Background: an optimization exercise with open tools, aiming at small area. Do not read the settings as production practice. The RTL was checked by simulation tests, not by an equivalence proof against the original design. No activity file was given, so power comes from the tool's default toggle rates.

tundra:
Design turn_points_rom, start of the top module:
module turn_points_rom(
    input                   clk,
    input                   reset,
    input                   load_raw,
    input [ 1:0]            song,
    input [10:0]            refer_x, refer_y,
    input [ 9:0]            current_block_x, current_block_y,
    input [ 9:0]            x1, y1, x2, y2,
    output reg              fail,
    output                  is_road,
    output [2:0]            debug
    );
clock: 10.0 ns
lec_check: 0
cap_margin: 20
core_margin: 2
core_utilization: 40
cts_buf_list: sky130_fd_sc_hd__clkbuf_4
place_density: 0.4
setup_slack_margin: 0.4
slew_margin: 20
synth_memory_max_bits: 16384
standard.sh (not shown) runs the stock make flow with config.mk's settings and CLKGATE_MAP_FILE= SYNTH_SCRIPT=/design/flow/synth_recipe.tcl, a recipe that flattens the netlist after the stock synthesis.
==> flow/flow/run.sh <==
#!/bin/bash
# Own layout flow: the standard synthesis (same script, same register mapping) with
# two changes to the combinational mapping: Yosys's extract_fa (half/full adder cells)
# is skipped and ABC runs the area-oriented script flow/abc.script instead of ORFS's
# delay script. Then the standard layout steps (standard.sh), with every port still
# buffered (by buf_1 cells), and clock tree synthesis with clkbuf_4 cells, small sink
# clusters and no dummy loads. Each tool's output goes to synth.log / layout.log here.
set -euo pipefail
W=$(pwd)
F=$W/flow
python3 - "$FLOW_HOME/scripts/synth.tcl" "$W/synth_area.tcl" "$F/abc.script" <<'PY'
import sys
src, dst, script = sys.argv[1:4]
s = open(src).read()
old = "  log_cmd abc {*}$abc_args\n"
assert s.count(old) == 1
new = ("  set abc_args [lreplace $abc_args 1 1 " + script + "]\n"
       "  set i [lsearch $abc_args -D]\n"
       "  if { $i >= 0 } { set abc_args [lreplace $abc_args $i [expr {$i + 1}]] }\n" + old)
s = s.replace(old, new)
old = "  extract_fa {*}[dont_use_extract_fa_args]\n"
assert s.count(old) == 1
s = s.replace(old, "")
open(dst, "w").write(s)
PY
python3 - "$W/synth_recipe.tcl" "$W/synth_top.tcl" "$W/synth_area.tcl" <<'PY'
import sys
src, dst, inner = sys.argv[1:4]
s = open(src).read()
old = "source $::env(SCRIPTS_DIR)/synth.tcl"
assert s.count(old) == 1
open(dst, "w").write(s.replace(old, "source " + inner))
PY
make -C "$FLOW_HOME" DESIGN_CONFIG="$W/config.mk" WORK_HOME="$W/orfs" CLKGATE_MAP_FILE= \
    SYNTH_SCRIPT="$W/synth_top.tcl" synth > "$W/synth.log" 2>&1
bash standard.sh "BUFFER_PORTS_ARGS=-buffer_cell sky130_fd_sc_hd__buf_1" "CTS_ARGS=-sink_clustering_enable -repair_clock_nets -buf_list sky130_fd_sc_hd__clkbuf_4 -dont_use_dummy_load -sink_clustering_size 8 -sink_clustering_max_diameter 40" finish > "$W/layout.log" 2>&1
==> flow/flow/abc.script <==
strash
balance -l
resub -K 6 -l
rewrite -l
resub -K 6 -N 2 -l
refactor -l
resub -K 8 -l
balance -l
resub -K 8 -N 2 -l
rewrite -l
resub -K 10 -l
rewrite -z -l
resub -K 10 -N 2 -l
balance -l
resub -K 12 -l
refactor -z -l
resub -K 12 -N 2 -l
rewrite -z -l
balance -l
&get -n
&get -n
&deepsyn -T 600
&put
dch -f
amap
strash
dch -f
amap
topo
tundra closes out successfully: all stages finished, all timing, DRC and antenna checks passed.
[inputs] quartz vs tundra
- PLACE_DENSITY removed (was 0.4)
--- a/flow/flow/run.sh
+++ b/flow/flow/run.sh
@@ -3,7 +3,5 @@
 # two changes to the combinational mapping: Yosys's extract_fa (half/full adder cells)
 # is skipped and ABC runs the area-oriented script flow/abc.script instead of ORFS's
-# delay script. Then the standard layout steps (standard.sh), with every port still
-# buffered (by buf_1 cells), and clock tree synthesis with clkbuf_4 cells, small sink
-# clusters and no dummy loads. Each tool's output goes to synth.log / layout.log here.
+# delay script. Then the standard layout steps, with port buffers of buf_2.
 set -euo pipefail
 W=$(pwd)
@@ -34,3 +32,3 @@
 make -C "$FLOW_HOME" DESIGN_CONFIG="$W/config.mk" WORK_HOME="$W/orfs" CLKGATE_MAP_FILE= \
     SYNTH_SCRIPT="$W/synth_top.tcl" synth > "$W/synth.log" 2>&1
-bash standard.sh "BUFFER_PORTS_ARGS=-buffer_cell sky130_fd_sc_hd__buf_1" "CTS_ARGS=-sink_clustering_enable -repair_clock_nets -buf_list sky130_fd_sc_hd__clkbuf_4 -dont_use_dummy_load -sink_clustering_size 8 -sink_clustering_max_diameter 40" finish > "$W/layout.log" 2>&1
+bash standard.sh "BUFFER_PORTS_ARGS=-buffer_cell sky130_fd_sc_hd__buf_2" "CTS_ARGS=-sink_clustering_enable -repair_clock_nets -buf_list sky130_fd_sc_hd__clkbuf_4 -dont_use_dummy_load -sink_clustering_size 8 -sink_clustering_max_diameter 40" finish > "$W/layout.log" 2>&1
Results
From tundra to quartz the numbers moved as follows: post-route clock period utilization essentially unchanged, average via count per standard cell increased 0.13, global-route wire length before repair increased 17000 µm, maximum number of pins on one net before global-route repair increased 11, share of power burned in registers decreased 0.4 points.
Max die area across tundra and quartz: tundra
Changes in violet relative to quartz:
- CTS_BUF_LIST changed from sky130_fd_sc_hd__clkbuf_4 to sky130_fd_sc_hd__clkbuf_8
--- a/flow/flow/run.sh
+++ b/flow/flow/run.sh
@@ -3,5 +3,7 @@
 # two changes to the combinational mapping: Yosys's extract_fa (half/full adder cells)
 # is skipped and ABC runs the area-oriented script flow/abc.script instead of ORFS's
-# delay script. Then the standard layout steps, with port buffers of buf_2.
+# delay script. Then the standard layout steps (standard.sh), with every port still
+# buffered (by buf_1 cells), and clock tree synthesis with clkbuf_4 cells, small sink
+# clusters and no dummy loads. Each tool's output goes to synth.log / layout.log here.
 set -euo pipefail
 W=$(pwd)
@@ -32,3 +34,3 @@
 make -C "$FLOW_HOME" DESIGN_CONFIG="$W/config.mk" WORK_HOME="$W/orfs" CLKGATE_MAP_FILE= \
     SYNTH_SCRIPT="$W/synth_top.tcl" synth > "$W/synth.log" 2>&1
-bash standard.sh "BUFFER_PORTS_ARGS=-buffer_cell sky130_fd_sc_hd__buf_2" "CTS_ARGS=-sink_clustering_enable -repair_clock_nets -buf_list sky130_fd_sc_hd__clkbuf_4 -dont_use_dummy_load -sink_clustering_size 8 -sink_clustering_max_diameter 40" finish > "$W/layout.log" 2>&1
+bash standard.sh "BUFFER_PORTS_ARGS=-buffer_cell sky130_fd_sc_hd__buf_1" "CTS_ARGS=-sink_clustering_enable -repair_clock_nets -buf_list sky130_fd_sc_hd__clkbuf_8 -dont_use_dummy_load -sink_clustering_size 16 -sink_clustering_max_diameter 40" finish > "$W/layout.log" 2>&1
Results
- On final instance count without filler cells, quartz tracks violet almost exactly.
- Routed length on met2 (violet vs. quartz) increases by a few percent
- Overall track demand over capacity in global routing, quartz and violet: lower on quartz
- Looking only at total power consumption of the routed design, and setting everything else aside, the higher value of quartz and violet goes to violet.
- On net count reported at finish, quartz and violet are neck and neck.
- Number of clock buffers inserted by TritonCTS ends up lower on violet.
What indigo does differently from violet at the input level:
- a change of CTS_BUF_LIST from sky130_fd_sc_hd__clkbuf_8 to sky130_fd_sc_hd__clkbuf_4
- an added PLACE_DENSITY of 0.4
--- a/flow/flow/run.sh
+++ b/flow/flow/run.sh
@@ -5,5 +5,6 @@
 # delay script. Then the standard layout steps (standard.sh), with every port still
 # buffered (by buf_1 cells), and clock tree synthesis with clkbuf_4 cells, small sink
-# clusters and no dummy loads. Each tool's output goes to synth.log / layout.log here.
+# clusters and no dummy loads, and ORFS power recovery (downsizing gates off the
+# critical paths) after global routing. Each tool's output goes to synth.log / layout.log here.
 set -euo pipefail
 W=$(pwd)
@@ -34,3 +35,3 @@
 make -C "$FLOW_HOME" DESIGN_CONFIG="$W/config.mk" WORK_HOME="$W/orfs" CLKGATE_MAP_FILE= \
     SYNTH_SCRIPT="$W/synth_top.tcl" synth > "$W/synth.log" 2>&1
-bash standard.sh "BUFFER_PORTS_ARGS=-buffer_cell sky130_fd_sc_hd__buf_1" "CTS_ARGS=-sink_clustering_enable -repair_clock_nets -buf_list sky130_fd_sc_hd__clkbuf_8 -dont_use_dummy_load -sink_clustering_size 16 -sink_clustering_max_diameter 40" finish > "$W/layout.log" 2>&1
+bash standard.sh RECOVER_POWER=100 "BUFFER_PORTS_ARGS=-buffer_cell sky130_fd_sc_hd__buf_1" "CTS_ARGS=-sink_clustering_enable -repair_clock_nets -buf_list sky130_fd_sc_hd__clkbuf_4 -dont_use_dummy_load -sink_clustering_size 8 -sink_clustering_max_diameter 40" finish > "$W/layout.log" 2>&1
Findings:
Although it ran to completion, indigo produced a layout that fails the final checks because of capacitance limit, slew limit. For violet, the launching instance or port of the critical path was current_block_y[7], unlike indigo, where it was wsong[0]$_DFFE_PP_. Relative to violet, post-route standard cell area excluding fillers decreased by 1.7% in indigo. Lower part of the total power dissipated in combinational logic was reported by violet, not indigo. For indigo, the worst setup path category was flop to output pin, unlike violet, where it was primary input to output pin. Count of non-CTS buffers in the layout went down by a few percent going from violet to indigo. Setup slack of the critical path after layout, violet and indigo, higher one = violet. Re power consumed by the clock network: violet was higher than indigo.
For sierra, these inputs were changed with respect to indigo:
--- a/flow/flow/run.sh
+++ b/flow/flow/run.sh
@@ -5,6 +5,5 @@
 # delay script. Then the standard layout steps (standard.sh), with every port still
 # buffered (by buf_1 cells), and clock tree synthesis with clkbuf_4 cells, small sink
-# clusters and no dummy loads, and ORFS power recovery (downsizing gates off the
-# critical paths) after global routing. Each tool's output goes to synth.log / layout.log here.
+# clusters and no dummy loads. Each tool's output goes to synth.log / layout.log here.
 set -euo pipefail
 W=$(pwd)
@@ -35,3 +34,3 @@
 make -C "$FLOW_HOME" DESIGN_CONFIG="$W/config.mk" WORK_HOME="$W/orfs" CLKGATE_MAP_FILE= \
     SYNTH_SCRIPT="$W/synth_top.tcl" synth > "$W/synth.log" 2>&1
-bash standard.sh RECOVER_POWER=100 "BUFFER_PORTS_ARGS=-buffer_cell sky130_fd_sc_hd__buf_1" "CTS_ARGS=-sink_clustering_enable -repair_clock_nets -buf_list sky130_fd_sc_hd__clkbuf_4 -dont_use_dummy_load -sink_clustering_size 8 -sink_clustering_max_diameter 40" finish > "$W/layout.log" 2>&1
+bash standard.sh "BUFFER_PORTS_ARGS=-buffer_cell sky130_fd_sc_hd__buf_1" "CTS_ARGS=-sink_clustering_enable -repair_clock_nets -buf_list sky130_fd_sc_hd__clkbuf_4 -dont_use_dummy_load -sink_clustering_size 8 -sink_clustering_max_diameter 40" finish > "$W/layout.log" 2>&1
--- a/flow/flow/abc.script
+++ b/flow/flow/abc.script
@@ -20,5 +20,6 @@
 &get -n
 &get -n
-&deepsyn -T 600
+&stochsyn -I 30 -P 4 -T 300 &dc2
+&deepsyn -T 300
 &put
 dch -f
==> comparison <==
Non-clock buffer contribution to total cell area in sierra is 0.78 points above indigo. sierra: flow completed, timing, DRC and antenna clean. Looking at global routing usage on met1 across indigo and sierra, the one that comes out lower is indigo. Status: share of power burned in registers parity (sierra, indigo). Looking at met2 usage in global routing across indigo and sierra, the one that comes out higher is sierra. Compared with indigo, in sierra count of instances resized after the clock tree is built roughly the same, total clock buffers created by CTS higher, pin count of the biggest net entering global routing higher, final cell area excluding filler cells higher.

afterwards: timing with drivers on the ports:
The flow's constraints put no driver on any port. The routed layouts listed below were extracted and timed again, unchanged, in two steps. Step 1 sets driving cells, clkbuf_16 on the clock port and buf_2 on the other inputs (assumed; they add their load-dependent delay and slew). Step 2, shift: input delay + t, output delay - t, t = (earliest + latest rising clock arrival at the registers) / 2. This alone moves slack from input paths to output paths. Slacks: ideal / step 1 / step 2; pairs: ideal / step 1.
| run | t, ns | setup WS [ns] | pins driven straight from the clock port |
|---|---|---|---|
| tundra | 0.926 | 1.082 / 1.027 / 1.061 | 1 |
| quartz | 0.931 | 1.073 / 1.043 / 1.043 | 1 |
| violet | 0.735 | 1.032 / 1.008 / 1.008 | 1 |
| indigo | 0.935 | 0.657 / 0.594 / 0.246 | 1 |
| sierra | 0.913 | 0.711 / 0.691 / 0.691 | 1 |
The setup slack of indigo, which loses most, moves by -0.063 ns with the drivers and by -0.411 ns with both steps.
